From an optimization exercise on the open Yosys and OpenROAD flow, aimed at small area; shortcuts taken in it are not production practice. The RTL was checked by simulation tests, not by an equivalence proof against the original design.

== the previous run ==
==> module adder_generic, before the edit <==
module adder_generic #(
    parameter BLK = 8
)(
    input  logic [15:0] i_p,
    input  logic [31:0] i_c,
    output logic [31:0] o_c
);
logic        c16, inc, dec;
logic [16:0] all1, all0;
adder_ideal #(.W(16), .BLK(BLK)) lo_i (
    .i_p  (i_p),
    .i_c  (i_c[15:0]),
    .i_ci (1'b0),
    .o_c  (o_c[15:0]),
    .o_co (c16)
);
assign inc = c16 & ~i_p[15];
assign dec = ~c16 & i_p[15];
assign all1[0] = 1'b1;
assign all0[0] = 1'b1;
genvar k;
generate
    for (k = 0; k < 16; k++) begin : hi
        assign all1[k+1] = all1[k] & i_c[16+k];
        assign all0[k+1] = all0[k] & ~i_c[16+k];
        assign o_c[16+k] = i_c[16+k] ^ ((inc & all1[k]) | (dec & all0[k]));
    end
endgenerate
endmodule
==> module sa_processing_element, before the edit <==
module sa_processing_element #(
    parameter PRIM_A  = 0,   
    parameter PRIM_B  = 0,   
    parameter PRIM_C  = 0,   
    parameter TRUE_SC = 0    
)(
    input  logic        i_clk,
    input  logic        i_rstn,
    input  logic        i_z,
    input  logic        i_clear,
    input  logic        i_en,
    input  logic        i_cscan_en,
    input  logic [7:0]  i_a,
    input  logic [7:0]  i_b,
    input  logic        i_cswitch,
    input  logic [31:0] i_c,
    input  logic [11:0] i_mult_res_mask,
    input  logic [7:0]  i_mult_appr_mask,
    input  logic [7:4]  i_rp,
    input  logic [7:4]  i_rnp,
    input  logic [1:0]  i_thres,
    output logic [7:0]  o_a,
    output logic [7:0]  o_b,
    output logic        o_cswitch,
    output logic [31:0] o_c
);
logic [7:0]  a_q, b_q;
logic        cswitch_q;
logic [31:0] mac_q, mac_sc_q;
logic [15:0] mul_q;
logic        nz, ld_a, ld_b, hold;
logic        zero_det, ld_mul, add_en, cswitch_eff;
logic        sel_sc, sel_mac, sc_mac, sc_in, sc_hold;
logic [15:0] prod, addend;
logic [31:0] acc_in, mac_d, sc_d;
assign nz   = ~i_z;
assign ld_a = i_en & ((PRIM_A != 0) | nz);
assign ld_b = i_en & ((PRIM_B != 0) | nz);
assign hold = ~i_en & nz;
always_ff @(posedge i_clk) begin
    a_q       <= ({8{ld_a}} & i_a) | ({8{hold}} & a_q);
    b_q       <= ({8{ld_b}} & i_b) | ({8{hold}} & b_q);
    cswitch_q <= (ld_b & i_cswitch) | (hold & cswitch_q);
end
zero_det_neg zero_det_neg_i (
    .i_a        (a_q),
    .i_b        (b_q),
    .i_thres    (i_thres),
    .o_zero_det (zero_det)
);
multiplier_generic multiplier_i (
    .i_a              (a_q),
    .i_b              (b_q),
    .i_mult_res_mask  (i_mult_res_mask),
    .i_mult_appr_mask (i_mult_appr_mask),
    .i_rp             (i_rp),
    .i_rnp            (i_rnp),
    .o_prod           (prod)
);
assign ld_mul = i_en & nz & ~zero_det;
always_ff @(posedge i_clk) begin
    mul_q <= ({16{ld_mul}} & prod) | ({16{hold}} & mul_q);
end
assign cswitch_eff = cswitch_q & nz;
assign add_en      = i_en & nz;
assign addend      = {16{add_en}} & mul_q;
assign sel_sc  = i_en & cswitch_eff;
assign sel_mac = nz & ~sel_sc;
assign acc_in  = ({32{sel_sc}} & mac_sc_q) | ({32{sel_mac}} & mac_q);
adder_generic adder_i (
    .i_p (addend),
    .i_c (acc_in),
    .o_c (mac_d)
);
always_ff @(posedge i_clk) begin
    mac_q <= mac_d;
end
assign sc_mac  = i_en & cswitch_eff;
assign sc_in   = i_en & ~cswitch_eff & i_cscan_en & ((PRIM_C != 0) | nz);
assign sc_hold = nz & ~(i_en & (cswitch_eff | i_cscan_en));
assign sc_d    = ({32{sc_mac}} & mac_q) | ({32{sc_in}} & i_c) | ({32{sc_hold}} & mac_sc_q);
generate
    if (TRUE_SC != 0) begin : g_true_sc
        always_ff @(posedge i_clk or negedge i_rstn) begin
            if (~i_rstn) begin
                mac_sc_q <= '0;
            end else begin
                mac_sc_q <= {32{~i_clear}} & sc_d;
            end
        end
    end else begin : g_raw_sc
        always_ff @(posedge i_clk) begin
            mac_sc_q <= sc_d;
        end
    end
endgenerate
assign o_a       = a_q;
assign o_b       = b_q;
assign o_cswitch = cswitch_q;
assign o_c       = mac_sc_q;
endmodule
clock: 8.0 ns
lec_check: 0
cap_margin: 20
core_margin: 2
core_utilization: 40
place_density: 0.6
slew_margin: 20
standard.sh (not shown) runs the stock make flow with config.mk's settings and CLKGATE_MAP_FILE= SYNTH_SCRIPT=/design/flow/synth_recipe.tcl, a recipe that flattens the netlist after the stock synthesis.
==> flow/flow/run.sh <==
#!/bin/bash
# The standard layout (the standard.sh, standard synthesis unchanged),
# with the smallest buffer on the ports, yosys/abc buffers removed instead of
# an early timing repair on the unplaced netlist, and a clock tree of
# mid-size buffers without dummy loads. make's full output goes to
# standard.log.
set -euo pipefail
bash standard.sh finish \
  "REMOVE_ABC_BUFFERS=1" \
  "BUFFER_PORTS_ARGS=-buffer_cell sky130_fd_sc_hd__buf_1" \
  "CTS_ARGS=-sink_clustering_enable -repair_clock_nets -dont_use_dummy_load -buf_list sky130_fd_sc_hd__clkbuf_8 -sink_clustering_size 20 -sink_clustering_max_diameter 50" \
  > standard.log 2>&1
Inputs modified between the previous run and the current run:
diff --git a/flow/design.v b/flow/design.v
--- a/flow/design.v
+++ b/flow/design.v
@@ -343,31 +343,33 @@
 endmodule
 module adder_generic #(
     parameter BLK = 8
 )(
-    input  logic [15:0] i_p,
-    input  logic [31:0] i_c,
-    output logic [31:0] o_c
+    input  logic [15:0] i_p,       
+    input  logic [15:0] i_c_lo,    
+    output logic [15:0] o_lo,      
+    output logic        o_ps,      
+    output logic        o_pc,
+    input  logic [15:0] i_hi,      
+    input  logic        i_ps,      
+    input  logic        i_pc,
+    output logic [15:0] o_hi       
 );
-logic        c16, inc, dec;
-logic [16:0] all1, all0;
 adder_ideal #(.W(16), .BLK(BLK)) lo_i (
     .i_p  (i_p),
-    .i_c  (i_c[15:0]),
+    .i_c  (i_c_lo),
     .i_ci (1'b0),
-    .o_c  (o_c[15:0]),
-    .o_co (c16)
+    .o_c  (o_lo),
+    .o_co (o_pc)
 );
-assign inc = c16 & ~i_p[15];
-assign dec = ~c16 & i_p[15];
-assign all1[0] = 1'b1;
-assign all0[0] = 1'b1;
+assign o_ps = i_p[15];
+logic [16:0] tg;
+assign tg[0] = i_ps ^ i_pc;
 genvar k;
 generate
     for (k = 0; k < 16; k++) begin : hi
-        assign all1[k+1] = all1[k] & i_c[16+k];
-        assign all0[k+1] = all0[k] & ~i_c[16+k];
-        assign o_c[16+k] = i_c[16+k] ^ ((inc & all1[k]) | (dec & all0[k]));
+        assign tg[k+1]  = tg[k] & (i_hi[k] ^ i_ps);
+        assign o_hi[k]  = i_hi[k] ^ tg[k];
     end
 endgenerate
 endmodule
 module zero_det_neg (
@@ -420,15 +422,18 @@
     output logic [31:0] o_c
 );
 logic [7:0]  a_q, b_q;
 logic        cswitch_q;
+logic [15:0] mac_lo_q, mac_hi_q, mac_hi;
+logic        mac_ps_q, mac_pc_q, ps_d, pc_d;
 logic [31:0] mac_q, mac_sc_q;
 logic [15:0] mul_q;
 logic        nz, ld_a, ld_b, hold;
 logic        zero_det, ld_mul, add_en, cswitch_eff;
 logic        sel_sc, sel_mac, sc_mac, sc_in, sc_hold;
 logic [15:0] prod, addend;
-logic [31:0] acc_in, mac_d, sc_d;
+logic [31:0] acc_in, sc_d;
+logic [15:0] lo_d;
 assign nz   = ~i_z;
 assign ld_a = i_en & ((PRIM_A != 0) | nz);
 assign ld_b = i_en & ((PRIM_B != 0) | nz);
 assign hold = ~i_en & nz;
@@ -458,18 +463,28 @@
 end
 assign cswitch_eff = cswitch_q & nz;
 assign add_en      = i_en & nz;
 assign addend      = {16{add_en}} & mul_q;
+assign mac_q   = {mac_hi, mac_lo_q};
 assign sel_sc  = i_en & cswitch_eff;
 assign sel_mac = nz & ~sel_sc;
 assign acc_in  = ({32{sel_sc}} & mac_sc_q) | ({32{sel_mac}} & mac_q);
 adder_generic adder_i (
-    .i_p (addend),
-    .i_c (acc_in),
-    .o_c (mac_d)
+    .i_p    (addend),
+    .i_c_lo (acc_in[15:0]),
+    .o_lo   (lo_d),
+    .o_ps   (ps_d),
+    .o_pc   (pc_d),
+    .i_hi   (mac_hi_q),
+    .i_ps   (mac_ps_q),
+    .i_pc   (mac_pc_q),
+    .o_hi   (mac_hi)
 );
 always_ff @(posedge i_clk) begin
-    mac_q <= mac_d;
+    mac_lo_q <= lo_d;
+    mac_hi_q <= acc_in[31:16];
+    mac_ps_q <= ps_d;
+    mac_pc_q <= pc_d;
 end
 assign sc_mac  = i_en & cswitch_eff;
 assign sc_in   = i_en & ~cswitch_eff & i_cscan_en & ((PRIM_C != 0) | nz);
 assign sc_hold = nz & ~(i_en & (cswitch_eff | i_cscan_en));
## What came out
Between the previous run and the current run, the flow reports final cell count decreasing by a few percent. The current run against the previous run: initial core utilization closely matched the old numbers; simple-gate share of the synthesized area decreased by 0.76 points relative to the old numbers; clock latency reported for the late side of the worst-skew pair stayed essentially flat; area enclosed by the die boundary fell by about 1.3%. Comparing top achievable clock speed for the previous run and the current run, the bigger number came from the current run. Delta(time the worst path needs with I/O delays and setup, the current run - the previous run) < 0. Going from the previous run to the current run, the number of inserted filler cells in the final layout was found to have gone down by about 2.6%. Going from the previous run to the current run, final instance area -2.4%; wire length +0.94%; worst setup slack +0.77 ns; critical path depth -7; post-synthesis instance area -1400 um2. The current run: PASS, flow complete, no timing, DRC or antenna violations. The worst hold slack of the current run is higher than that of the previous run.

separate check: timing with driven ports:
How much do the figures lean on ideal ports? The routed layouts below were timed once more, with nothing changed but the port constraints. Step 1: set_driving_cell puts a clkbuf_16 on i_clk and a buf_2 on each other input, an assumption about the parent block. Step 2 adds t to the input delays and takes it off the output delays; t is the mean of the earliest and latest rising clock arrival at the registers after step 1. Input paths then give back, and output paths get back, about the clock's delay inside the block. a / b / c = no drivers / after step 1 / after step 2; a / b = the first two.
| run | t, ns | setup slack, ns | clock arrival spread, ns | slew at the worst register clock pin (ns) |
|---|---|---|---|---|
| the previous run | 1.062 | 0.307 / 0.315 / -0.695 | 0.154 / 0.154 | 0.11 / 0.11 |
| the current run | 1.070 | 1.074 / 1.074 / 0.201 | 0.168 / 0.167 | 0.10 / 0.10 |
Met with ideal ports but missed after step 2: setup timing in the previous run. The setup slack of the previous run, which loses most, moves by +0.008 ns with the drivers and by -1.002 ns with both steps.
